This design comes from an exercise in tuning for a short achievable clock period and few clock cycles on the open sky130 flow, not from production work.
Function was checked by simulation only, so behaviour that the tests miss may differ from the original.
No activity file was given, so power comes from the tool's default toggle rates.

$ cat flow/constraint.sdc
create_clock -name core_clock -period 6.6 [get_ports {clk}]
set_input_delay 1.3200 -clock core_clock [delete_from_list [all_inputs] [get_ports {clk}]]
set_output_delay 1.3200 -clock core_clock [all_outputs]
set_load 0.01 [all_outputs]
$ cat flow/config.mk
export PLATFORM = sky130hd
export DESIGN_NAME = cpu_pl
export DESIGN_NICKNAME = cpu_pl
export VERILOG_FILES = /design/flow/design.v
export SDC_FILE = /design/flow/constraint.sdc
export NUM_CORES = 4
export LEC_CHECK = 0
export CAP_MARGIN = 20
export CORE_MARGIN = 2
export CORE_UTILIZATION = 40
export PLACE_DENSITY = 0.6
export SLEW_MARGIN = 20
$ cat flow/run.sh
#!/bin/bash
# synth_recipe.tcl (not shown) runs the flow's synth.tcl, then flattens the netlist and writes it again
# the make line also repeats each setting of config.mk as NAME=value (left out here)
make -C /OpenROAD-flow-scripts/flow DESIGN_CONFIG=/design/flow/config.mk WORK_HOME=/design/flow/orfs CLKGATE_MAP_FILE= SYNTH_SCRIPT=/design/flow/synth_recipe.tcl finish
$ cat flow/design.v
`timescale 1ns / 1ps
module MUX3_1(
    input [31:0] in0,
    input [31:0] in1,
    input [31:0] in2,
    input [1:0] sel,
    output reg [31:0] in
    );
    always @(*)
        begin
            if(sel==0)
                in = in0;
            else if(sel==2'b01)
                in = in1;
            else if(sel==2'b10)
                in = in2;
            else
                in = 0;
        end
endmodule
`timescale 1ns / 1ps
module regfile(
    input clk,we,
    input [4:0] wa, 
    input [31:0] wd, 
    input [4:0] ra1,ra2, 
    output reg [31:0] rd1,rd2 
    );
    reg [31:0] reg_file [31:0];
    always @(*)
        begin
            if(ra1 == wa && wa != 0 && we==1)
                rd1 = wd;
            else if(ra1==0)
                rd1 = 0;
            else
                rd1 = reg_file[ra1];
            if(ra2 == wa && wa != 0 && we==1)
                rd2 = wd;
            else if(ra2==0)
                rd2 = 0;
            else
                rd2 = reg_file[ra2];
        end
    always @(posedge clk)
        begin
            if(we==1 && wa !=0)
                reg_file[wa] <= wd;
        end
endmodule
`timescale 1ns / 1ps
module ALU(
    input clk,
    input rst,
    input flush,
    input [31:0] a,
    input [31:0] b,
    input [3: 0] ALUop,
    input branch,
    input jal,
    output reg [31:0] y,
    output reg pcsrc
    );
always @(posedge clk)
    begin
        if(rst==1)
            begin
                y <= 0;
                pcsrc <= 0;
            end
        else if(ALUop[1]==1) 
            begin
                y <= a + b;
                pcsrc <= jal & ~flush;
            end
        else if(ALUop[0]==1) 
            begin
                y <= a - b;
                pcsrc <= (branch | jal) & ((a - b) == 0) & ~flush;
            end
        else
            begin
                y <= 0;
                pcsrc <= jal & ~flush;
            end
    end
endmodule
`timescale 1ns / 1ps
module control(
    input clk,
    input rst,
    input [6:0] opcode,
    input [31:0] instruction,
    input stall, 
    input pcsrc,
    output reg [31:0] ctrl,
    output reg [31:0] Immediate
);
always @(posedge clk)
    begin
        if( pcsrc==1 || rst==1 || stall==1)
            begin
                 ctrl <= 0;
                 Immediate <= 0;
            end   
        else
            begin
                    begin
                        ctrl[31:30]<=0; 
                        ctrl[29:28]<=0; 
                        ctrl[27:26]<=0;
                        ctrl[25:24]<=0;
                        ctrl[23:22]<=0;
                        ctrl[21:20] <= 2'b00;
                        ctrl[19]<=0;
                        ctrl[18] <= (opcode == 7'b0110011 
                                        || opcode == 7'b0010011 
                                            || opcode == 7'b0000011 
                                                || opcode == 7'b1101111) ? 1:0; 
                        ctrl[17] <= 0;
                        ctrl[16] <= (opcode == 7'b0000011)?1:0; 
                        ctrl[15:14] <=0;
                        ctrl[13] <= (opcode ==7'b0000011)?1:0; 
                        ctrl[12] <= (opcode == 7'b0100011)?1:0; 
                        ctrl[11:10] <= 0;
                        ctrl[9] <= (opcode == 7'b1101111)?1:0; 
                        ctrl[8] <= (opcode == 7'b1100011)? 1:0; 
                        ctrl[7:6] <= 0;
                        ctrl[5] <= (opcode == 7'b0110011 || opcode ==7'b0010011 || opcode==7'b0000011)?1:0;
                        ctrl[4] <= (opcode == 7'b0110011 || opcode ==7'b1100011)? 0:1; 
                        ctrl[3:2] <= 0; 
                        ctrl[1] <= (opcode == 7'b0110011 
                                        || opcode ==7'b0010011 
                                            || opcode ==7'b0000011 
                                                ||opcode == 7'b0100011)?1:0; 
                        ctrl[0] <= (opcode == 7'b1100011)?1:0; 
                        if(opcode == 7'b1101111) 
                            begin
                                Immediate[19]     <= instruction[31];
                                Immediate[9:0]    <= instruction[30:21];
                                Immediate[10]     <= instruction[20];
                                Immediate[18:11]  <= instruction[19:12];
                                if(instruction[31] == 1)
                                    Immediate[31:20] <= 11'h7ff;
                                else 
                                    Immediate[31:20] <= 11'h000;
                            end
                        else if(opcode ==7'b1100011) 
                            begin
                                Immediate[11]   <= instruction[31];
                                Immediate[9:4]  <= instruction[30:25];
                                Immediate[3:0]  <= instruction[11:8];
                                Immediate[10]   <= instruction[7];
                                if(instruction[31] == 1)
                                    Immediate[31:12] <= 19'h7ffff;
                                else 
                                    Immediate[31:12] <= 19'h00000;
                            end
                        else if(opcode == 7'b0100011) 
                            begin
                                Immediate[11:5] <= instruction[31:25];
                                Immediate[4:0]  <= instruction[11:7];
                                if(instruction[31] == 1)
                                    Immediate[31:12] <= 20'hfffff;
                                else Immediate[31:12] <= 20'h00000;
                            end
                        else if(opcode ==7'b0010011 || opcode == 7'b0000011) 
                            begin
                                Immediate[11:0] <= instruction[31:20];
                                if(instruction[31] == 1)
                                    Immediate[31:12] <= 20'hfffff;
                                else Immediate[31:12] <= 20'h00000;
                            end
                        else
                            Immediate <= 0;
                    end   
            end                     
    end
endmodule
`timescale 1ns / 1ps
module cpu_pl(
    input clk,
    input rst, 
    output [7:0] imem_addr,
    input [31:0] imem_data,
    output [7:0] dmem_addr,
    output [31:0] dmem_wdata,
    output dmem_we,
    input [31:0] dmem_rdata,
    output [7:0] io_addr,
    output [31:0] io_dout,
    output io_we,
    input [31:0] io_din
    );
    reg [31:0] pc;
    reg [31:0] pcd;
    reg [31:0] ir;
    reg stall;
    reg [31:0] pce;
    reg [31:0] a;
    reg [31:0] b;
    wire [31:0] imm;
    reg [4:0] rd;
    wire [31:0] ctrl;
    reg [4:0] rs1_address;
    reg [4:0] rs2_address;
    wire [31:0] a_in, b_in;
    wire [31:0] y;
    reg [31:0] bm;
    reg [4:0] rdm;
    reg [31:0] ctrlm;
    reg [31:0] pcm;
    reg [31:0] imm_m;
    wire pcsrc;
    reg [31:0] yw;
    reg [31:0] mdr;
    reg [4:0] rdw;
    reg [31:0] ctrlw;
    reg [31:0] pcw;
    wire we;
    wire [31:0] wd1;
    reg [1:0] forwardA, forwardB;
    always @(posedge clk)
        begin
            if(rst == 1)
                begin
                   pc <= 0;
                end
            else if(pcsrc==1)
                begin
                    pc <= pcm + (imm_m<<1);
                    pcd <= 0;
                end
            else if(stall!=1)
                begin
                    pc <= pc+4;
                    pcd <= pc;
                end
        end
    wire [31:0] ir_out;
    assign imem_addr = pc[9:2];
    assign ir_out = imem_data;
    always @(posedge clk)
        begin
            if(pcsrc==1 || rst == 1)
                ir <= 0;
            else if(stall!=1)
                ir <= ir_out;
        end
    control my_instance_ctrl(
        .clk(clk),
        .rst(rst),
        .opcode(ir[6:0]),
        .instruction(ir),
        .stall(stall),
        .pcsrc(pcsrc),
        .ctrl(ctrl),
        .Immediate(imm)
    );
    wire [31:0] wd;
    assign wd = (ctrlw[16]==1)?mdr:yw;
    assign wd1 = (ctrlw[9]==1)?(pcw+32'b0100):wd;
    assign we = (ctrlw[9]==1)?1:ctrlw[18];
    wire [31:0] read_data1,read_data2;
    regfile my_instance_regfile(
        .clk(clk),
        .we(we),
        .wa(rdw),
        .wd(wd1),
        .ra1(ir[19:15]),
        .ra2(ir[24:20]),
        .rd1(read_data1),
        .rd2(read_data2)
    );
    always @(posedge clk)
        begin
            if(pcsrc == 1 || rst == 1)
                begin
                    pce <= 0;
                    rd <= 0;
                    a <= 0;
                    b <= 0;
                    rs1_address <= 0;
                    rs2_address <= 0;
                end
            else if(stall!=1)
                begin
                    pce <= pcd;
                    rd <= ir[11:7];
                    a <= read_data1;
                    b <= read_data2;
                    rs1_address <= ir[19:15];
                    rs2_address <= ir[24:20];
                end
        end
    always @(*)
        begin
            if(ctrl[13]==1 && (ir[19:15]==rd || ir[24:20]==rd) && rd !=0)
                stall = 1;
            else
                stall = 0;
        end
    always @(*)
        begin
            if(pcsrc==1 || rst==1)
                forwardA = 2'b00;
            else if(ctrlm[5]==1 && rs1_address==rdm[4:0] && rdm!=0)
                forwardA = 2'b10;
            else if(ctrlw[5]==1 && rs1_address==rdw[4:0] && rdw !=0)
                forwardA = 2'b01;
            else
                forwardA = 2'b00;
        end
    always @(*)
        begin
            if(pcsrc==1 || rst==1)
                forwardB = 2'b00;
            else if(ctrlm[5]==1 && rs2_address==rdm[4:0] && rdm!=0)
                forwardB = 2'b10;
            else if(ctrlw[5]==1 && rs2_address==rdw[4:0] && rdw !=0)
                forwardB = 2'b01;
            else
                forwardB = 2'b00;
        end
    wire [31:0] b_in_in;
    MUX3_1 mux_a(
        .in0(a),
        .in1(wd),
        .in2(y),
        .sel(forwardA),
        .in(a_in)
    );
    MUX3_1 mux_b(
        .in0(b),
        .in1(wd),
        .in2(y),
        .sel(forwardB),
        .in(b_in)
    );
    assign b_in_in = (ctrl[4]==1)?imm:b_in;
    ALU my_instance_ALU(
        .clk(clk),
        .rst(rst),
        .flush(pcsrc),
        .a(a_in),
        .b(b_in_in),
        .ALUop(ctrl[3:0]),
        .branch(ctrl[8]),
        .jal(ctrl[9]),
        .y(y),
        .pcsrc(pcsrc)
    );
    always @(posedge clk)
        begin
            if(pcsrc==1 || rst == 1)
                begin
                    pcm <= 0;
                    imm_m <= 0;
                end
            else
                begin
                    pcm <= pce; 
                    imm_m <= imm;
                end
        end
    always @(posedge clk)
        begin
            if(pcsrc==1 || rst == 1)
                begin
                    ctrlm <= 0;
                    bm <= 0;
                    rdm <= 0;
                end
            else
                begin
                    ctrlm <= ctrl;
                    bm <= b_in;
                    rdm <= rd;
                end
        end
    always @(posedge clk)
        begin
            if(rst == 1)
                begin
                    yw <= 0;
                    rdw <= 0;
                    ctrlw <= 0;
                    pcw <= 0;
                end
            else
                begin
                    yw <= y;
                    rdw <= rdm;
                    ctrlw <= ctrlm;
                    pcw <= pcm;
                end
        end
    wire [31:0] mdr_out;
    assign dmem_addr = y[9:2];
    assign dmem_wdata = bm;
    assign dmem_we = ctrlm[12] & (~y[10]);
    assign mdr_out = dmem_rdata;
    always @(posedge clk)
        begin
            if(rst == 1)
                mdr <= 0;
            else if(y[10]==0)
                mdr <= mdr_out;
            else
                mdr <= io_din;
        end
    assign io_addr = y[7:0];
    assign io_dout = bm;
    assign io_we = ctrlm[12] & y[10];
endmodule
==> impl_metrics.py <==
metrics = {
    "critical_path": {
        "critical_path.reg2reg.startpoint": "rdm[3]$_SDFF_PP0_",
        "cp_num_buf_inv": 2,
        "worst-r2r-setup-slack_ns": 0.18,
        "cp_slowest_cell": "sky130_fd_sc_hd__or4_2",
        "cp-end-kind": "flop",
        "crit_path_max_incr_delay_ns": 0.72,
        "required_ns": 7.34,
        "start_kind": "flop",
        "worst_reg2reg_endpoint": "my_instance_ALU.pcsrc$_SDFF_PP0_",
        "critical_path.top_delay_family": "simple AND/OR/NAND/NOR gates",
        "critical_path_class": "reg2reg",
        "critPathArrivalTime_ns": 7.16,
        "crit_path_max_fanout": 4,
        "crit_chain": "or4_1 > o211ai_1 > nor3_1 > or4_2 > o21ai_1 > o21ai_0 > buf_4 > ha_1 > fa_2 > nor2_4 > o211ai_4 > buf_4 > a211oi_4 > nor4_1 > a2111oi_2 > o211ai_1 > or4_4 > nor4b_4 > nand4_1 > a2111o_1 > o31ai_2",
        "r2r_cells": 21,
    },
    "power": {
        "clockPowerShare": 0.421,
        "p_seq_frac": 0.473,
        "totalPowerFinal_mw": 21.9,
        "p_leak_nw": 27.6,
        "internal_power_mw": 16.6,
        "power.switching_mw": 5.29,
        "p_sw_frac": 0.242,
        "share_comb_of_total_power": 0.106,
        "irDropWorstVdd_mv": 0.301,
        "cellPowerDensity_nw_per_um2": 263,
    },
    "floorplan": {
        "die-width_um": 427,
        "std_cell_rows": 155,
        "floorplan.initialDensity": 0.402,
        "io_pins": 188,
        "design.core.area_um2": 178000,
        "floorplan.die.height_um": 427,
        "fp.dieArea_um2": 182000,
    },
    "grt": {
        "grt_start_max_net_pins": 153,
        "grt.overflow.total": 0,
        "grt_pass1_vias": 45700,
        "track_usage": 0.242,
        "antenna_violations_before_repair": 2,
        "grt_first_pass_wirelength_um": 319000,
    },
    "timing": {
        "finalSetupViolations": 0,
        "fin_clk_skew_ns": 0.0378,
        "timing_hold_violations_final": 0,
        "worst_hold_slack_ns": 0.432,
        "totalNegativeSetupSlack_ns": 0,
        "slew_headroom": 0.212,
        "setup_slack_ns": 0.180,
        "period_needed_ns": 6.42,
        "maxClockFrequency_mhz": 156,
        "timing.final.crit_share": 0.973,
        "max_slew.worst_pin.slew_ns": 1.18,
        "maxSlewViolCount": 0,
    },
    "hold_path": {
        "timing.hold.worst.class": "reg2reg",
        "whs_path_depth": 1,
        "hp-start": "my_instance_ctrl.ctrl[5]$_SDFF_PP0_",
        "hold_path_end": "ctrlm[5]$_SDFF_PP0_",
    },
    "synth": {
        "synth_compound_gate_area_share": 0.0663,
        "yosysUniqueCellTypes": 102,
        "asyncSetResetFlopFracSynth": 0,
        "synth_mux_area_frac": 0.222,
        "synthAdderAreaFrac": 0.0175,
        "seq_area_frac_synth": 0.568,
        "syn_area_per_cell_um2": 14.5,
        "postSynthRegisterBits": 1502,
        "dominant_combinational_cell_family_by_area_after_synthesis": "multiplexers",
        "area_share_of_and_or_nand_nor_cells_after_synthesis": 0.0790,
        "synth.yosys.warnings": 5,
        "synth-edff-count": 1056,
        "ys.flop_type": "sky130_fd_sc_hd__edfxtp_1",
        "synth.cell_area_um2": 71500,
        "cells_after_synth": 4947,
        "xor_xnor_share_of_the_synthesized_area": 0.0165,
    },
    "drt": {
        "avgRoutedWirePerCell_um": 28.7,
        "via_per_inst": 5.94,
        "drt_first_iter_violations": 4931,
        "detail-route-antenna-nets": 0,
        "post-route-drc-count": 0,
        "totalWireLength_um": 221000,
        "vias": 45800,
        "drt_pre_antenna_iters": 6,
    },
    "placement": {
        "post-place-cells": 7407,
        "hpwl_um": 142000,
        "postPlaceCellArea_um2": 77600,
        "dp_slack_ns": -0.407,
        "numPortBuffers": 187,
        "gp_congestion": 0.958,
    },
    "layout": {
        "drive_gt1_frac": 0.261,
        "final_core_utilization": 0.467,
        "post_layout_nonfiller_instances": 7705,
        "flow.area_growth_from_synthesis_pct": 16.2,
        "largest_register_ffs": 1024,
        "final_design_area_no_fill_um2": 83100,
        "final_nets": 5410,
        "regMostFlops": "my_instance_regfile.reg_file",
    },
    "clock_network": {
        "post_cts_hold_buffer_count": 0,
        "cts-root-to-sink-buffers": 3,
        "clock_sinks": 1502,
        "clkTransAtPathRegs_ns": 0.06,
        "cts.htree.levels": 4,
        "cts_tree": "yes",
        "insertion_delay_ns": 0.83,
        "cts_root_buffer": "sky130_fd_sc_hd__clkbuf_16",
        "total_clock_buffers_created_by_cts": 158,
    },
    "status": {
        "run_status": "finished clean",
    },
    "flow_run": {
        "max_cap_violations": 0,
    },
}
metal layers:
| layer | global-route usage | routed length (µm) |
|---|---|---|
| met1 | 0.318 | 89300 |
| met2 | 0.402 | 108000 |
| met3 | 0.0419 | 15100 |
| met4 | 0.0915 | 8620 |
| met5 | 0 | 9 |
synth_stat cells, types with 36 or more instances:
| master | number | area share |
|---|---|---|
| sky130_fd_sc_hd__nand3_1 | 74 | 0.0052 |
| sky130_fd_sc_hd__a221oi_1 | 57 | 0.0070 |
| sky130_fd_sc_hd__o22ai_1 | 46 | 0.0040 |
| sky130_fd_sc_hd__clkbuf_1 | 253 | 0.013 |
| sky130_fd_sc_hd__a211oi_1 | 44 | 0.0046 |
| sky130_fd_sc_hd__nand2_1 | 351 | 0.018 |
| sky130_fd_sc_hd__nor2b_1 | 120 | 0.010 |
| sky130_fd_sc_hd__nor3_1 | 92 | 0.0064 |
| sky130_fd_sc_hd__dfxtp_1 | 446 | 0.12 |
| sky130_fd_sc_hd__ha_1 | 95 | 0.017 |
| sky130_fd_sc_hd__mux4_2 | 640 | 0.20 |
| sky130_fd_sc_hd__mux2_2 | 77 | 0.012 |
| sky130_fd_sc_hd__a21o_1 | 41 | 0.0043 |
| sky130_fd_sc_hd__inv_1 | 97 | 0.0051 |
| sky130_fd_sc_hd__a22oi_1 | 36 | 0.0038 |
| sky130_fd_sc_hd__mux2i_1 | 61 | 0.0085 |
| sky130_fd_sc_hd__xnor2_1 | 82 | 0.010 |
| sky130_fd_sc_hd__a21oi_1 | 214 | 0.015 |
| sky130_fd_sc_hd__buf_4 | 57 | 0.0060 |
| sky130_fd_sc_hd__o21ai_0 | 116 | 0.0081 |
| sky130_fd_sc_hd__edfxtp_1 | 1056 | 0.44 |
| sky130_fd_sc_hd__nor2_1 | 366 | 0.019 |
| sky130_fd_sc_hd__buf_1 | 95 | 0.0050 |
| sky130_fd_sc_hd__xor2_1 | 53 | 0.0065 |
| sky130_fd_sc_hd__and2_1 | 72 | 0.0063 |
final cells by class:
class	instances	area (µm²)
Clock inverter	93	1150
Timing Repair Buffer	491	4430
Inverter	100	375
Multi-Input combinational cell	2961	29300
Antenna cell	3	7.51
Tap cell	2355	2950
Clock buffer	200	4200
Sequential cell	1502	40700
Fill cell	15500	94900
placed cells by master (no fill, tap or decap), types with 22 or more instances in the layout:
cell	Yosys	routed
sky130_fd_sc_hd__nor3_1	92	89
sky130_fd_sc_hd__and2_1	72	72
sky130_fd_sc_hd__buf_4	57	282
sky130_fd_sc_hd__nor2_4	1	32
sky130_fd_sc_hd__a21oi_1	214	192
sky130_fd_sc_hd__nand4_1	24	24
sky130_fd_sc_hd__nor2b_1	120	119
sky130_fd_sc_hd__o22ai_1	46	46
sky130_fd_sc_hd__a211oi_1	44	44
sky130_fd_sc_hd__a221oi_1	57	57
sky130_fd_sc_hd__nand2_1	351	351
sky130_fd_sc_hd__mux4_2	640	640
sky130_fd_sc_hd__mux2i_1	61	61
sky130_fd_sc_hd__edfxtp_1	1056	1056
sky130_fd_sc_hd__clkdlybuf4s50_1	0	186
sky130_fd_sc_hd__conb_1	1	32
sky130_fd_sc_hd__dfxtp_1	446	431
sky130_fd_sc_hd__clkbuf_1	253	35
sky130_fd_sc_hd__clkinv_1	0	23
sky130_fd_sc_hd__xor2_1	53	53
sky130_fd_sc_hd__clkbuf_16	0	160
sky130_fd_sc_hd__clkinv_2	0	30
sky130_fd_sc_hd__inv_1	97	97
sky130_fd_sc_hd__a21o_1	41	41
sky130_fd_sc_hd__ha_1	95	94
sky130_fd_sc_hd__mux2_2	77	77
sky130_fd_sc_hd__o21ai_0	116	101
sky130_fd_sc_hd__a22oi_1	36	36
sky130_fd_sc_hd__xnor2_1	82	82
sky130_fd_sc_hd__nand3_1	74	74
sky130_fd_sc_hd__nor2_1	366	334
sky130_fd_sc_hd__o21ai_1	10	22
timing repair:
| item | in CTS | in global routing |
|---|---|---|
| setup buffers | 0 | 0 |
| resized for setup | 1 | 31 |
| setup endpoints to repair | 1 | 3 |
| pin swaps | 0 | 5 |
cells by family (layout without fill, tap and decap cells):
kind of cell	Yosys count	count (layout)
DFF	1502	1502
and+or+nand+nor	1205	1205
muxes	778	778
AOI/OAI and AO/OA	713	713
buffers and inverters	515	884
xor gates and xnor gates	135	135
adders and majority gates	98	98
other	1	35
power by group through the flow:
stage,Sequential [mW],Combinational [mW],Clock (mW)
finish,10.3,2.33,9.22
global route,10.4,2.49,9.75
CTS,10.3,2.30,9.38
detailed placement,10.5,2.29,0
global placement,10.5,2.29,0
floorplan,10.4,1.44,0
worst max path at each step:
stage	slack (ns)	to	from	cells after the start
2_1_floorplan	0.19	my_instance_ALU.pcsrc$_SDFF_PP0_	rst	21
3_3_place_gp	-0.36	my_instance_ALU.pcsrc$_SDFF_PP0_	rst	21
3_5_place_dp	-0.41	my_instance_ALU.pcsrc$_SDFF_PP0_	rst	20
4_1_cts	0.03	my_instance_ALU.pcsrc$_SDFF_PP0_	rdm[3]$_SDFF_PP0_	20
5_1_grt	-0.03	my_instance_ALU.pcsrc$_SDFF_PP0_	rdm[3]$_SDFF_PP0_	21
6_report	0.18	my_instance_ALU.pcsrc$_SDFF_PP0_	rdm[3]$_SDFF_PP0_	21
worst reg2reg max path: stages, from the launching register on:
cell                        delay [ns]
sky130_fd_sc_hd__dfxtp_1          0.30
sky130_fd_sc_hd__or4_1            0.56
sky130_fd_sc_hd__o211ai_1         0.33
sky130_fd_sc_hd__nor3_1           0.11
sky130_fd_sc_hd__or4_2            0.72
sky130_fd_sc_hd__o21ai_1          0.20
sky130_fd_sc_hd__o21ai_0          0.11
sky130_fd_sc_hd__buf_4            0.21
sky130_fd_sc_hd__ha_1             0.23
sky130_fd_sc_hd__fa_2             0.43
sky130_fd_sc_hd__nor2_4           0.14
sky130_fd_sc_hd__o211ai_4         0.14
sky130_fd_sc_hd__buf_4            0.19
sky130_fd_sc_hd__a211oi_4         0.31
sky130_fd_sc_hd__nor4_1           0.10
sky130_fd_sc_hd__a2111oi_2        0.45
sky130_fd_sc_hd__o211ai_1         0.16
sky130_fd_sc_hd__or4_4            0.60
sky130_fd_sc_hd__nor4b_4          0.37
sky130_fd_sc_hd__nand4_1          0.17
sky130_fd_sc_hd__a2111o_1         0.34
sky130_fd_sc_hd__o31ai_2          0.16
Testbench counts, summed over its fixed seeds: cycles 22,147.

## what the ideal ports hide
The results above use ideal ports. As a check the final layout listed here was re-extracted and re-timed, cells and wires unchanged.
Step 1: set_driving_cell puts a clkbuf_16 on clk and a buf_2 on each other input, an assumption about the parent block.
Step 2 also shifts input and output timing later by t, the mid clock arrival at the registers, as if the neighbouring blocks saw the same clock.
Three values: ideal ports, drivers, drivers and shift; two values: the first two.
t, ns: 0.897
setup slack, ns: 0.180 / 0.180 / -0.213
worst hold slack (ns): 0.432 / 0.432 / 0.432
worst register clock-pin slew, ns: 0.07 / 0.07
Met with ideal ports but missed after step 2: setup timing in this run. The setup slack of this run moves by 0.000 ns with the drivers and by -0.393 ns with both steps.
